Context: an optimization exercise on an open-source flow, tuned for small area, a short achievable clock period and few clock cycles per item. The choices shown serve that exercise and are no tape-out recipe.
Function was checked by simulation only, so behaviour that the tests miss may differ from the original.
Power is estimated from default activity; no workload was simulated.

`design/flow/config.mk`:
```
export PLATFORM = sky130hd
export DESIGN_NAME = spiral
export DESIGN_NICKNAME = spiral
export VERILOG_FILES = /design/flow/design.v
export SDC_FILE = /design/flow/constraint.sdc
export NUM_CORES = 4
export LEC_CHECK = 0
export CAP_MARGIN = 20
export CORE_MARGIN = 2
export CORE_UTILIZATION = 50
export CTS_CLUSTER_DIAMETER = 100
export CTS_CLUSTER_SIZE = 24
export PLACE_DENSITY = 0.7
export SETUP_SLACK_MARGIN = 4.55
export SLEW_MARGIN = 20
```
`design/flow/constraint.sdc`:
```
create_clock -name core_clock -period 7.0 [get_ports {clk}]
set_input_delay 1.4000 -clock core_clock [delete_from_list [all_inputs] [get_ports {clk}]]
set_output_delay 1.4000 -clock core_clock [all_outputs]
set_load 0.01 [all_outputs]
```
`design/flow/design.v`:
```
module spiral #(
  parameter DATA_WIDTH = 8,
  parameter R_WIDTH  = 3,
  parameter C_WIDTH  = 3
)
(
  input  logic                  clk,
  input  logic                  rstn,
  input  logic [R_WIDTH-1:0]    row,  
  input  logic [C_WIDTH-1:0]    col,  
  input  logic [DATA_WIDTH-1:0] data_in,
  input  logic                  data_in_valid,
  output logic                  data_in_rdy,
  output logic [DATA_WIDTH-1:0] data_out,
  output logic                  data_out_valid,
  input  logic                  data_out_rdy
);
  localparam int N = 7;
  localparam logic [N-1:0] LO = 7'b0000001;    
  localparam logic [N-1:0] HI = 7'b1000000;    
  function automatic logic [N-1:0] rev(input logic [N-1:0] x);
    for (int k = 0; k < N; k++) rev[k] = x[N-1-k];
  endfunction
  function automatic logic [N-1:0] dec1(input logic [2:0] x);
    dec1 = '0;
    for (int k = 0; k < N; k++) if (x == 3'(k + 1)) dec1[k] = 1'b1;
  endfunction
  logic [DATA_WIDTH-1:0] mem [0:N-1][0:N-1];
  logic [N*N-1:0]        full;
  function automatic logic full_at(input logic [N-1:0] r, input logic [N-1:0] c,
                                   input logic [N*N-1:0] f);
    logic [N-1:0] hit;
    for (int i = 0; i < N; i++) hit[i] = r[i] && |(f[i*N +: N] & c);
    full_at = |hit;
  endfunction
  function automatic logic same(input logic [N-1:0] r0, input logic [N-1:0] c0,
                                input logic [N-1:0] r1, input logic [N-1:0] c1);
    same = |(r0 & r1) && |(c0 & c1);
  endfunction
  logic [N-1:0] wrow, wcol;
  logic         wo;
  logic         wfire, w_eor, w_eom, first_w;
  logic         up;             
  assign wfire   = data_in_valid && data_in_rdy;
  logic eor_q, lr_q;
  assign first_w = wo ? (wrow[N-1] && wcol[N-1]) : (wrow[0] && wcol[0]);
  assign w_eor   = first_w ? (col == 3'd1) : eor_q;
  assign w_eom   = w_eor && (first_w ? (row == 3'd1) : lr_q);
  logic [N-1:0] a_col, b_row, b_col, c_rc;
  assign a_col = wo ? (wcol >> 1) : (wcol << 1);
  assign b_row = wo ? (wrow >> 1) : (wrow << 1);
  logic a_eor, b_lr;        
  assign a_eor = |((wo ? rev(a_col) : a_col) & dec1(col));
  assign b_lr  = |((wo ? rev(b_row) : b_row) & dec1(row));
  assign b_col = wo ? HI : LO;
  assign c_rc  = wo ? LO : HI;
  localparam logic [1:0] D_R = 2'd0, D_D = 2'd1, D_L = 2'd2, D_U = 2'd3;
  logic         ract, ro, rok;
  logic [N-1:0] rrow, rcol;
  logic [1:0]   rdir;
  logic [2:0]   cnt, hn, vn;    
  logic         rfire, seg_end, rdone;
  logic r_wcur, byp, rav;
  assign r_wcur  = ract && same(wrow, wcol, rrow, rcol);
  assign byp     = !rok && wfire && r_wcur;
  assign rav     = rok || byp;
  assign rfire   = rav && (!data_out_valid || data_out_rdy);
  assign seg_end = (cnt == 3'd1);
  assign rdone   = seg_end && (rdir[0] ? (hn == 3'd1) : (vn == 3'd1));
  logic [1:0]   ndir;
  logic [N-1:0] adv_row, adv_col;
  always_comb begin
    ndir = seg_end ? rdir + 2'd1 : rdir;
    adv_row = rrow; adv_col = rcol;
    case (ndir)
      D_R: adv_col = ro ? (rcol >> 1) : (rcol << 1);
      D_D: adv_row = ro ? (rrow >> 1) : (rrow << 1);
      D_L: adv_col = ro ? (rcol << 1) : (rcol >> 1);
      default: adv_row = ro ? (rrow << 1) : (rrow >> 1);
    endcase
  end
  logic [5:0] qs [0:1];
  logic         ro_s;
  logic [N-1:0] s_rc;
  logic         start_ok;
  logic [5:0]   rshape;
  assign ro_s     = ract ? ~ro : ro;
  assign s_rc     = ro_s ? HI : LO;
  logic rc_cur, rc_a, rc_b, rc_c;      
  assign rc_cur = rfire && same(rrow, rcol, wrow, wcol);
  assign rc_a   = rfire && same(rrow, rcol, wrow, a_col);
  assign rc_b   = rfire && same(rrow, rcol, b_row, b_col);
  assign rc_c   = rfire && same(rrow, rcol, c_rc, c_rc);
  logic fcol_lo, fcol_hi;
  logic w_f_a, w_f_b, w_f_c, w_busy_n;
  assign w_f_a = full_at(wrow, a_col, full) && !rc_a;
  assign w_f_b = full_at(b_row, b_col, full) && !rc_b;
  assign w_f_c = (full_at(c_rc, c_rc, full) && !rc_c) ||
                 (same(wrow, wcol, c_rc, c_rc) && !(byp && rfire));
  always_comb begin
    if (!wfire)      w_busy_n = !data_in_rdy && up && !rc_cur;
    else if (!w_eor) w_busy_n = w_f_a;
    else if (!w_eom) w_busy_n = w_f_b;
    else             w_busy_n = w_f_c;
  end
  logic [N-1:0] frow, fcol;
  always_comb
    for (int k = 0; k < N; k++) begin
      frow[k] = 1'b0; fcol[k] = 1'b0;
      for (int i = 0; i < N; i++) begin
        frow[k] = frow[k] | (rrow[i] && full[i*N + k]);
        fcol[k] = fcol[k] | (rcol[i] && full[k*N + i]);
      end
    end
  logic r_f_adv, r_f_s;
  assign r_f_adv = (ndir[0] ? |(fcol & adv_row) : |(frow & adv_col)) ||
                   (wfire && same(wrow, wcol, adv_row, adv_col));
  logic r_full_s;
  assign r_full_s = full_at(s_rc, s_rc, full);
  assign r_f_s    = r_full_s || (wfire && same(wrow, wcol, s_rc, s_rc));
  assign start_ok = r_f_s;
  assign rshape   = r_full_s ? qs[ro_s] : {row, col};
  always_ff @(posedge clk or negedge rstn) begin
    if (!rstn) begin
      wrow <= LO; wcol <= LO; wo <= 1'b0;
      eor_q <= 1'b0; lr_q <= 1'b0;
      data_in_rdy <= 1'b0;
      up <= 1'b0;
      ract <= 1'b0; ro <= 1'b0; rok <= 1'b0;
      data_out_valid <= 1'b0;
      full <= '0;
    end else begin
      data_in_rdy <= !w_busy_n;
      up <= 1'b1;
      if (wfire) begin
        if (!w_eor) begin
          wcol <= a_col;
          eor_q <= a_eor;
          if (first_w) lr_q <= (row == 3'd1);
        end else if (!w_eom) begin
          wrow <= b_row; wcol <= b_col;
          eor_q <= (col == 3'd1);
          lr_q <= b_lr;
        end else begin
          wrow <= c_rc; wcol <= c_rc; wo <= ~wo;
        end
      end
      if (!ract || (rfire && rdone)) begin
        if (ract) ro <= ~ro;
        ract <= start_ok;
        rok  <= start_ok;
      end else if (rfire) begin
        rok  <= r_f_adv;
      end else begin
        rok <= rav;
      end
      if (rfire) data_out_valid <= 1'b1;
      else if (data_out_rdy) data_out_valid <= 1'b0;
      for (int i = 0; i < N; i++)
        for (int j = 0; j < N; j++) begin
          if (rfire && rrow[i] && rcol[j]) full[i*N+j] <= 1'b0;
          else if (wfire && wrow[i] && wcol[j]) full[i*N+j] <= 1'b1;
        end
    end
  end
  always_ff @(posedge clk) begin
    if (wfire && first_w) qs[wo] <= {row, col};
    if (!ract || (rfire && rdone)) begin
      rdir <= D_R;
      cnt  <= rshape[2:0];
      hn   <= rshape[2:0];
      vn   <= rshape[5:3];
      rrow <= s_rc; rcol <= s_rc;
    end else if (rfire) begin
      rdir <= ndir;
      if (seg_end) begin
        if (rdir[0]) begin cnt <= hn - 3'd1; hn <= hn - 3'd1; end
        else         begin cnt <= vn - 3'd1; vn <= vn - 3'd1; end
      end else cnt <= cnt - 3'd1;
      rrow <= adv_row; rcol <= adv_col;
    end
  end
  logic [DATA_WIDTH-1:0] colv [0:N-1];
  logic [DATA_WIDTH-1:0] rdata;
  always_comb begin
    for (int j = 0; j < N; j++) begin
      colv[j] = '0;
      for (int i = 0; i < N; i++) colv[j] = colv[j] | (mem[i][j] & {DATA_WIDTH{rrow[i]}});
    end
    rdata = '0;
    for (int j = 0; j < N; j++) rdata = rdata | (colv[j] & {DATA_WIDTH{rcol[j]}});
  end
  always_ff @(posedge clk) begin
    for (int i = 0; i < N; i++)
      for (int j = 0; j < N; j++)
        if (wfire && wrow[i] && wcol[j]) mem[i][j] <= data_in;
    if (rfire) data_out <= rok ? rdata : data_in;
  end
endmodule
```
`design/flow/run.sh`:
```
#!/bin/bash
# synth_recipe.tcl (not shown) runs the flow's synth.tcl, then flattens the netlist and writes it again
# the make line also repeats each setting of config.mk as NAME=value (left out here)
make -C /OpenROAD-flow-scripts/flow DESIGN_CONFIG=/design/flow/config.mk WORK_HOME=/design/flow/orfs CLKGATE_MAP_FILE= SYNTH_SCRIPT=/design/flow/synth_recipe.tcl finish
```
==> results.txt, run 1 <==
Post-synth top flop=edfxtp_1; buffer depth of the longest clock path=3; crit-path max cell delay=between 400 and 500 ps; TritonRoute pass-1 iters=9; largest family of logic cells by synthesized area=compound AO/OA/AOI/OAI gates; multiplexer share of the synthesized area=a little over 2%; share of the synthesized area in the top cell type=between 60% and 70%; Layout fillers=between 3000 and 4000; DP Wirelength=~37000 um; worst path cell trace=buf_2; I/O pins=28; Clock transition at path regs=roughly 90 ps; synthesized area=21300 um2; xor and xnor area share after synthesis=less than 1%; Total GRT Usage=between 20 and 30%; die area=between 40000 and 50000 um2; Layout Utilization=a little under three fifths; synthesized instance count=~1500; Hold Crit Start=up; worst slew pin tran=990 ps; status=no timing/DRC/antenna violations; post-route cell area=~24000 um2; Synth Area in Compound Gates=16.2%; WP data required=5600 ps; Hold Path Class=reg2reg; core area=between 40000 and 50000 um2; synth unique cells=between 60 and 70; R2R depth=7; Die X=approximately 210 um; CTS Root Cell=clkbuf_16; Final setup viols=0; fmax=around 380 MHz; Post-synth EDFFs=435; area share of and/or/nand/nor cells after synthesis=7.67%; fin nets=between 1500 and 2000; vias in the first global route=between 10000 and 15000; R2R Path Start=wcol[4]; arrival time worst endpoint=1210 ps; Inserted Clock Buffers=25; routed len/inst=between 30 and 40 um; WHS Endpoint=data_in_rdy; H-tree levels=1; register bit count reported by yosys=509; crit path launch type=register; total negative slack=0 ps; CTS tree=built; largest net degree at the start of global routing=73; element type at the critical path end=output pin; dpl cells=1956; R2R Path End=data_in_rdy; area delta synth->final=12.9%; GRT Residual Overflow=0; post-synthesis sequential area ratio=70.1%; RSZ-0062 raised after global routing=true; placed instance area=roughly 22000 um2; CP Class=reg2out; Worst-Skew Late Latency=around 600 ps; Max Fanout on Critical Path=1; yosys warns=3; Vias=approximately 15000; R2R setup slack=~4500 ps; fin. max-slew vios=0; routed wire length=roughly 67000 um; Adder-Cell Fraction of Synth Area=less than 1%; ranking of synthesized cells by area=edfxtp_1 (61%), dfrtp_1 (8.2%), a22oi_1 (6.3%); Initial DRC Count=between 2000 and 3000; Starting Density=50.7%; non-filler cells, final=2067; Lkg Pwr=8.03 nW; fin crit share=a little under two fifths; std cell rows=75; max-cap check violation count=0; Placer Congestion=~0.98; Vias/cell=between 7 and 8; clk_skew=a little over 20 ps; Slew Limit Headroom=around 34%; CP delay by family, top=flip-flops; min Tclk post-route=between 2000 and 3000 ps; pwr dens=approximately 370 nW/um2; initial antenna violation count=0; Avg Cell Area, Syn=14.2 um2; number of buffers and inverters on the critical path=1; # clock sinks=between 500 and 600; most common cell in the netlist=edfxtp_1; CP Launch Point=data_out[6]; chip height=approximately 210 um; n_diodes=0; Post-synth top cells=edfxtp_1 (435), a22oi_1 (177), a222oi_1 (90), clkbuf_1 (84), nand3_1 (83); Hold Path Stages=2; asr flop ratio synth=about 14%; layout cells sized above 1=between 10% and 20%; worst vdd ir=0.266 mV; drc violations=0; Synth area leader=edfxtp_1; first-pass GRT wire length=between 90000 and 100000 um; Post-DRT Antenna Nets=0; final hold vios=0; Mapped Nets=roughly 1500; slowest cell on the critical path=edfxtp_1; Port-buffer cells=27
## worst max path at each step
stage,end,slack (ps),cells after the start
3_5_place_dp,full[2],2960,8
6_report,data_out[6],4390,1
4_1_cts,data_out[7],4370,1
2_1_floorplan,data_in_rdy,4240,10
5_1_grt,data_out[7],4380,1
3_3_place_gp,hn[2],3070,8
## registers in the layout, summed over array words and instances (netlist names), 2 cells and up
signal    cells
mem         392
full         49
qs           12
data_out      8
rcol          7
rrow          7
wcol          7
wrow          7
cnt           3
hn            3
vn            3
rdir          2
## tightest hold or removal path, cell delays in order, from the launching register on
cell      delay (ps)
dfrtp_1          340
nand3b_1          70
o311a_1          120
## through the flow
step / worst slack [ps] / power [mW] / hold WS, ps
finish: 4390 / 8.79 / 559
global route: 4380 / 9.03 / 582
CTS: 4370 / 8.38 / 558
detailed placement: 2960 / 6.49 / 543
global placement: 3070 / 6.45 / 533
floorplan: 4240 / 5.55 / 496
## report_power, final
group          total, mW  switching, mW  leakage, nW  internal, mW
clock               1.63          0.943        0.354         0.688
sequential          3.98          0.422         4.87          3.56
combinational       3.18           1.98         2.81          1.19
## logic make-up after synthesis
| logic type | count (synthesis) |
|---|---|
| simple gates | 330 |
| other cells | 1 |
| mux | 36 |
| fa+ha+maj | 6 |
| buf+inv | 145 |
| xor+xnor | 14 |
| compound gates | 451 |
| flops | 509 |
## layout by cell type (no fill, tap or decap), drive strengths merged, types with 7 or more instances in the layout
master / n
mux2: 19
a22oi: 177
o22ai: 7
and3: 52
nor2: 71
inv: 18
nand2b: 8
buf: 97
clkbuf: 47
nor2b: 7
a221oi: 8
a21oi: 46
a222oi: 90
and2: 17
nand2: 62
mux2i: 14
nor3: 16
dfrtp: 70
a41oi: 8
edfxtp: 435
a2bb2oi: 23
xnor2: 9
nand3: 83
o21ai: 54
## final cells by class
cell class              instances  area (um2)  share of cell area [%]
flip-flops and latches        509       14900                    62.2
multi-input cells             840        6280                    26.2
repair buffers                118        1310                    5.45
clock buffers                  41         686                    2.86
well taps                     539         674                    2.81
inverters                      13        56.3                   0.235
clock inverters                 5        46.3                   0.193
repair inverters                2        17.5                  0.0730
## layer usage
| layer | vias to the layer above | GRT usage [%] | part of all wire, % |
|---|---|---|---|
| li1 | 6107 | - | - |
| met5 | - | 0 | 0 |
| met3 | 242 | 7.00 | 13 |
| met2 | 1091 | 45.4 | 45 |
| met1 | 7438 | 42.1 | 38 |
| met4 | 0 | 9.51 | 4.6 |
## repair_timing
action,CTS,global route
endpoints found under the setup margin,542,131
cloned,7,6
gates resized for setup,129,67
setup buffers,26,26
pin swaps,17,36
hold buffers,0,0
Testbench counts, summed over its fixed seeds: cycles 9,408, items 8,134.
==> inputs of run 2 (changes only) <==
==> design/flow/flow/run.sh (new file) <==
#!/bin/bash
# The standard layout (standard synthesis and ORFS steps), except that
# clock tree synthesis is told not to add dummy load cells for balancing.
set -euo pipefail
export CTS_ARGS="-sink_clustering_enable -repair_clock_nets -dont_use_dummy_load -sink_clustering_size 20 -sink_clustering_max_diameter 80"
bash standard.sh > standard.log 2>&1
==> design/flow/standard.sh (new file) <==
#!/bin/bash
# synth_recipe.tcl (not shown) runs the flow's synth.tcl, then flattens the netlist and writes it again
# the make line also repeats each setting of config.mk as NAME=value (left out here)
make -C /OpenROAD-flow-scripts/flow DESIGN_CONFIG=/design/flow/config.mk WORK_HOME=/design/flow/orfs CLKGATE_MAP_FILE= SYNTH_SCRIPT=/design/flow/synth_recipe.tcl "${@:-finish}"
--- a/design/flow/config.mk
+++ b/design/flow/config.mk
@@ -8,8 +8,7 @@
 export CAP_MARGIN = 20
 export CORE_MARGIN = 2
 export CORE_UTILIZATION = 50
-export CTS_CLUSTER_DIAMETER = 100
-export CTS_CLUSTER_SIZE = 24
-export PLACE_DENSITY = 0.7
-export SETUP_SLACK_MARGIN = 4.55
+export CTS_CLUSTER_DIAMETER = 80
+export CTS_CLUSTER_SIZE = 20
+export SETUP_SLACK_MARGIN = 4.5
 export SLEW_MARGIN = 20
removed: design/flow/run.sh
==> results.txt, run 2 <==
status=no timing/DRC/antenna violations; first-pass GRT wire length=~97000 um; synthesized instance count=approximately 1500; Total GRT Usage=around 30%; std cell rows=75; Hold Path Stages=2; CTS Root Cell=clkbuf_16; Post-synth top flop=edfxtp_1; chip height=~210 um; Slew Limit Headroom=between 30% and 40%; H-tree levels=1; commonest non-fill, non-tap cell in the layout=edfxtp_1; DP Wirelength=around 38000 um; arrival time worst endpoint=a little under 3000 ps; Final setup viols=0; Vias/cell=7.14; worst vdd ir=approximately 0.24 mV; CTS tree=built; ranking of synthesized cells by area=edfxtp_1 (61%), dfrtp_1 (8.2%), a22oi_1 (6.3%); synthesized area=21300 um2; Lkg Pwr=between 8 and 9 nW; vias in the first global route=about 14000; Post-synth EDFFs=435; R2R Path Start=rrow[6]; fin crit share=between 30% and 40%; asr flop ratio synth=between 10% and 20%; Clock transition at path regs=roughly 80 ps; fmax=about 380 MHz; routed len/inst=~33 um; CP Launch Point=rrow[6]; WP data required=roughly 7300 ps; layout cells sized above 1=18.4%; synth unique cells=67; buffer depth of the longest clock path=3; Avg Cell Area, Syn=roughly 14 um2; R2R Path End=data_out[3]; total negative slack=0 ps; Largest register FFs=392; yosys warns=3; pwr dens=between 300 and 400 nW/um2; TritonRoute pass-1 iters=7; element type at the critical path end=register; Initial DRC Count=2593; CP Class=reg2reg; Post-DRT Antenna Nets=0; most frequent cells in the layout=edfxtp_1 (435), a22oi_1 (174), a222oi_1 (90); R2R depth=7; Vias=around 15000; drc violations=0; core area=about 42000 um2; final hold vios=0; Mapped Nets=~1500; worst setup path end=data_out[3]; Starting Density=50.7%; clk_skew=between 40 and 50 ps; worst path cell trace=buf_12, buf_8, buf_16, a222oi_1, nand3_1, a222oi_1, a41oi_1; slowest cell on the critical path=a222oi_1; Synth area leader=edfxtp_1; Die X=approximately 210 um; crit-path max cell delay=about 830 ps; routed wire length=between 60000 and 70000 um; Port-buffer cells=27; Worst-Skew Late Latency=around 610 ps; Top reg by flops=mem; Post-synth top cells=edfxtp_1 (435), a22oi_1 (177), a222oi_1 (90), clkbuf_1 (84), nand3_1 (83); die area=44200 um2; max-cap check violation count=0; crit path launch type=register; total power after layout=8.79 mW; # clock sinks=509; GRT Residual Overflow=0; min Tclk post-route=approximately 2600 ps; Top Registers=mem x392, full x49, qs x12; initial antenna violation count=1; area delta synth->final=12.2%; register bit count reported by yosys=509; share of the synthesized area in the top cell type=roughly three fifths; fin nets=roughly 1500; I/O pins=28; most used cell, CP=a222oi_1; R2R setup slack=4360 ps; Inserted Clock Buffers=31; largest net degree at the start of global routing=73; fin. max-slew vios=0; post-synthesis sequential area ratio=70.1%; Hold Path Class=reg2reg; worst slew pin tran=just under 1000 ps; RSZ-0062 raised after global routing=true; Placer Congestion=approximately 0.95; Max Fanout on Critical Path=6; most common cell in the netlist=edfxtp_1
-- run 2: cell types whose count changed in the layout (fill, tap and decap cells not counted), sizes merged, moves of 2 or more --
cell         change
clkinv           -2
inv              -5
clkbuf          -10
diode            +2
bufbuf           -2
dlygate4sd2      -2
-- run 2: cells by family (layout without fill, tap and decap cells) --
logic type / count (synthesis) / after routing / share of synthesized area, %
XOR/XNOR: 14 / 14 / 0.648
other: 1 / 3 / 0.0176
AND/OR/NAND/NOR: 330 / 332 / 7.67
AO/OA/AOI/OAI: 451 / 451 / 16.2
buffers and inverters: 145 / 158 / 2.92
multiplexers: 36 / 36 / 2.02
flip-flops: 509 / 509 / 70.1
adder cells (fa/ha/maj): 6 / 6 / 0.353
-- run 2: repair_timing --
action | CTS | global route
pin swaps | 17 | 23
gates cloned | 7 | 4
endpoints found under the setup margin | 535 | 98
gates resized for setup | 120 | 45
hold buffers | 0 | 0
buffers inserted | 24 | 24
-- run 2: final cells by class --
| type | instances | area [um2] |
|---|---|---|
| fillers | 3297 | 18100 |
| repair inverters | 1 | 8.76 |
| multi-input cells | 840 | 6170 |
| inverters | 13 | 75.1 |
| clock buffers | 31 | 776 |
| diodes | 2 | 5.00 |
| repair buffers | 113 | 1210 |
| well taps | 539 | 674 |
| flip-flops and latches | 509 | 14900 |
-- run 2: worst max-delay path, delay by kind of cell, from the launching register on --
| family | cells | cell delay [ps] |
|---|---|---|
| AND/OR/NAND/NOR | 1 | 180 |
| AO/OA/AOI/OAI | 3 | 1270 |
| flip-flops | 1 | 450 |
| buffers and inverters | 3 | 450 |
-- run 2: worst min path at each step --
stage	to	startpoint	slack (ps)
floorplan	lr_q	lr_q	480
global placement	lr_q	lr_q	520
detailed placement	lr_q	lr_q	530
CTS	lr_q	lr_q	550
global route	lr_q	lr_q	580
finish	lr_q	lr_q	540
-- run 2: through the flow --
step	util, %	instance area, um2	setup slack, ps	cells	hold WS, ps
6_report	56.9	23900	4360	2048	543
5_1_grt	56.9	23800	4330	2046	580
4_1_cts	55.8	23400	4350	2018	548
3_5_place_dp	52.6	22000	2960	1956	530
3_3_place_gp	52.6	22000	3040	1956	521
2_1_floorplan	-	21500	4240	1492	481
-- run 2: report_power, final --
part           internal, mW  switching, mW  leakage, nW  total, mW
registers              3.56          0.425         4.87       3.98
clock network         0.780          0.931        0.382       1.71
logic                  1.16           1.94         2.77       3.10
total                  5.49           3.30         8.03       8.79
-- run 2: routing by layer --
metal	vias up	part of all wire (%)	track usage, %
met2	959	45	45.8
met4	0	3.1	9.10
met3	138	12	7.18
met1	7447	40	43.8
met5	-	0	0
li1	6085	-	-

==> afterwards: timing with drivers on the ports <==
In the flow no input, the clock included, has a driving cell. The finished layouts below were timed again as built, in two steps.
Step 1 (the two cells are an assumption about what drives the block):
set clk [get_ports {clk}]
set_driving_cell -lib_cell sky130_fd_sc_hd__clkbuf_16 $clk
set_driving_cell -lib_cell sky130_fd_sc_hd__buf_2 [delete_from_list [all_inputs] $clk]
Step 2 adds t to the input delays and takes it off the output delays; t is the mean of the earliest and latest rising clock arrival at the registers after step 1. Input paths then give back, and output paths get back, about the clock's delay inside the block.
Slacks: no drivers / after step 1 / after step 2; pairs: no drivers / after step 1.
run | shift t [ns] | setup slack, ns | worst register clock-pin slew, ns | worst slew at a driven data input, ns
run 1 | 0.637 | 4.388 / 4.335 / 3.943 | 0.11 / 0.11 | 0.04
run 2 | 0.637 | 4.359 / 4.326 / 3.861 | 0.09 / 0.09 | 0.04
After both steps setup and hold are still met in every run listed. For run 2, which loses most, drivers alone change the setup slack by -0.033 ns; drivers and shift together by -0.498 ns.
